Context: an optimization exercise on an open-source flow, tuned for small area. The choices shown serve that exercise and are no tape-out recipe. Only simulation tests tie the RTL to the original design; equivalence was not proved. Power figures rest on the tool's default switching activity, not on a simulated workload.

MS:
==> flow/design.v (excerpt) <==
module Processor(
    input  clock,
    input  reset,
    input  [4:0] Interrupts,             
    input  NMI,                          
    input  [31:0] DataMem_In,
    input  DataMem_Ready,
    output DataMem_Read,
    output [3:0]  DataMem_Write,         
    output [29:0] DataMem_Address,       
    output [31:0] DataMem_Out,
    input  [31:0] InstMem_In,
    output [29:0] InstMem_Address,       
    input  InstMem_Ready,
    output InstMem_Read,
    output [7:0] IP                      
    );
Size in the first run: ~1900 flip-flops, roughly 180 I/O pins, ~110000 sq um of cells after synthesis.
Settings: LEC_CHECK=0, CAP_MARGIN=10, CORE_MARGIN=2, CORE_UTILIZATION=40, CTS_CLUSTER_DIAMETER=80, CTS_CLUSTER_SIZE=24, SLEW_MARGIN=10; clock period 25.0 ns.
run.sh (not shown) runs the stock make flow with config.mk's settings and CLKGATE_MAP_FILE= SYNTH_SCRIPT=/design/flow/synth_recipe.tcl, a recipe that flattens the netlist after the stock synthesis.
MS did not stop at any stage, and its layout met the timing, DRC and antenna checks.
## Diff of input files: JK against MS
==> flow/flow/run.sh (new file) <==
#!/bin/bash
set -euo pipefail
export CTS_ARGS="-sink_clustering_enable -repair_clock_nets -dont_use_dummy_load -sink_clustering_size 24 -sink_clustering_max_diameter 80"
export BUFFER_PORTS_ARGS="-buffer_cell sky130_fd_sc_hd__buf_1"
bash standard.sh > flow_standard.log 2>&1
==> flow/standard.sh (new file) <==
#!/bin/bash
# synth_recipe.tcl (not shown) runs the flow's synth.tcl, then flattens the netlist and writes it again
# the make line also repeats each setting of config.mk as NAME=value (left out here)
make -C /OpenROAD-flow-scripts/flow DESIGN_CONFIG=/design/flow/config.mk WORK_HOME=/design/flow/orfs CLKGATE_MAP_FILE= SYNTH_SCRIPT=/design/flow/synth_recipe.tcl "${@:-finish}"
removed: flow/run.sh
Findings:
Relative to MS, the number of design-rule violations left by the first detailed-router iteration measured on JK has decreased by a few percent. JK and MS ended up with nearly the same setup slack. Summary of JK over MS: worst hold slack did not really move; global routing usage on met2 has increased; number of clock buffers in the layout -about 12%. ~same total wire length after detailed routing in JK and MS. Re number of fill cells in the layout: JK and MS aren't equal, and the lower value belongs to MS. Taking MS as the reference, in JK post-layout minimum cycle time essentially unchanged, proportion of power drawn by combinational gates increased 0.4 points, maximum achievable frequency essentially unchanged, area growth from synthesis to final layout decreased 1.8 points.

* * *

## run A
Processor, a different RTL version from the one above (not shown whole).
Size: ~10000 cells after synthesis, roughly 1900 flip-flops, roughly 180 I/O pins.
==> flow/config.mk <==
export PLATFORM = sky130hd
export DESIGN_NAME = Processor
export DESIGN_NICKNAME = Processor
export VERILOG_FILES = /design/flow/design.v
export SDC_FILE = /design/flow/constraint.sdc
export NUM_CORES = 8
export LEC_CHECK = 0
export CAP_MARGIN = 20
export CORE_MARGIN = 2
export CORE_UTILIZATION = 55
export CTS_BUF_LIST = sky130_fd_sc_hd__clkbuf_4
export SLEW_MARGIN = 20
==> flow/constraint.sdc <==
create_clock -name core_clock -period 25.0 [get_ports {clock}]
set_input_delay 5.0000 -clock core_clock [delete_from_list [all_inputs] [get_ports {clock}]]
set_output_delay 5.0000 -clock core_clock [all_outputs]
set_load 0.01 [all_outputs]
Stock flow here: none of the scripts above is used.
Run A: no failed stages, no open violations at the end
[inputs] run B vs run A
--- a/flow/config.mk
+++ b/flow/config.mk
@@ -9,4 +9,3 @@
 export CORE_MARGIN = 2
-export CORE_UTILIZATION = 55
-export CTS_BUF_LIST = sky130_fd_sc_hd__clkbuf_4
+export CORE_UTILIZATION = 40
 export SLEW_MARGIN = 20
==> comparison <==
Run B ended up with sky130_fd_sc_hd__edfxtp_1 as its slowest cell on the critical path; run A ended up with sky130_fd_sc_hd__o21ai_1. Summary of run B over run A: vertical die dimension grew by about 17%; first-pass detailed-route iteration total dropped 9; count of clock-net buffers in the final layout saw a decrease; non-clock buffer count moved down; via count lower. Against run A, run B comes in 1.68 ns lower on data arrival time of the worst path. Run A -> run B: multiplexer share of the synthesized area flat. Compared run B against run A; total power within noise. Per the final summary, run B finished and its layout is clean on timing, DRC and antenna.

-- what the ideal ports hide --
How much do the figures lean on ideal ports? The routed layouts below were timed once more, with nothing changed but the port constraints. Step 1, drivers: a clkbuf_16 drives clock and a buf_2 each remaining input, both assumed. Step 2 adds t to the input delays and takes it off the output delays; t is the mean of the earliest and latest rising clock arrival at the registers after step 1. Input paths then give back, and output paths get back, about the clock's delay inside the block. Slacks: ideal / step 1 / step 2; pairs: ideal / step 1.
| run | t, ns | slack for setup (ns) | hold WS [ns] |
|---|---|---|---|
| MS | 0.923 | 3.166 / 3.166 / 3.166 | 0.468 / 0.468 / 0.468 |
| JK | 0.878 | 3.164 / 3.164 / 3.164 | 0.469 / 0.469 / 0.469 |
| run A | 1.493 | 2.714 / 2.714 / 2.714 | 0.417 / 0.417 / 0.417 |
| run B | 0.998 | 3.803 / 3.803 / 3.803 | 0.460 / 0.460 / 0.460 |
After both steps setup and hold are still met in every run listed.
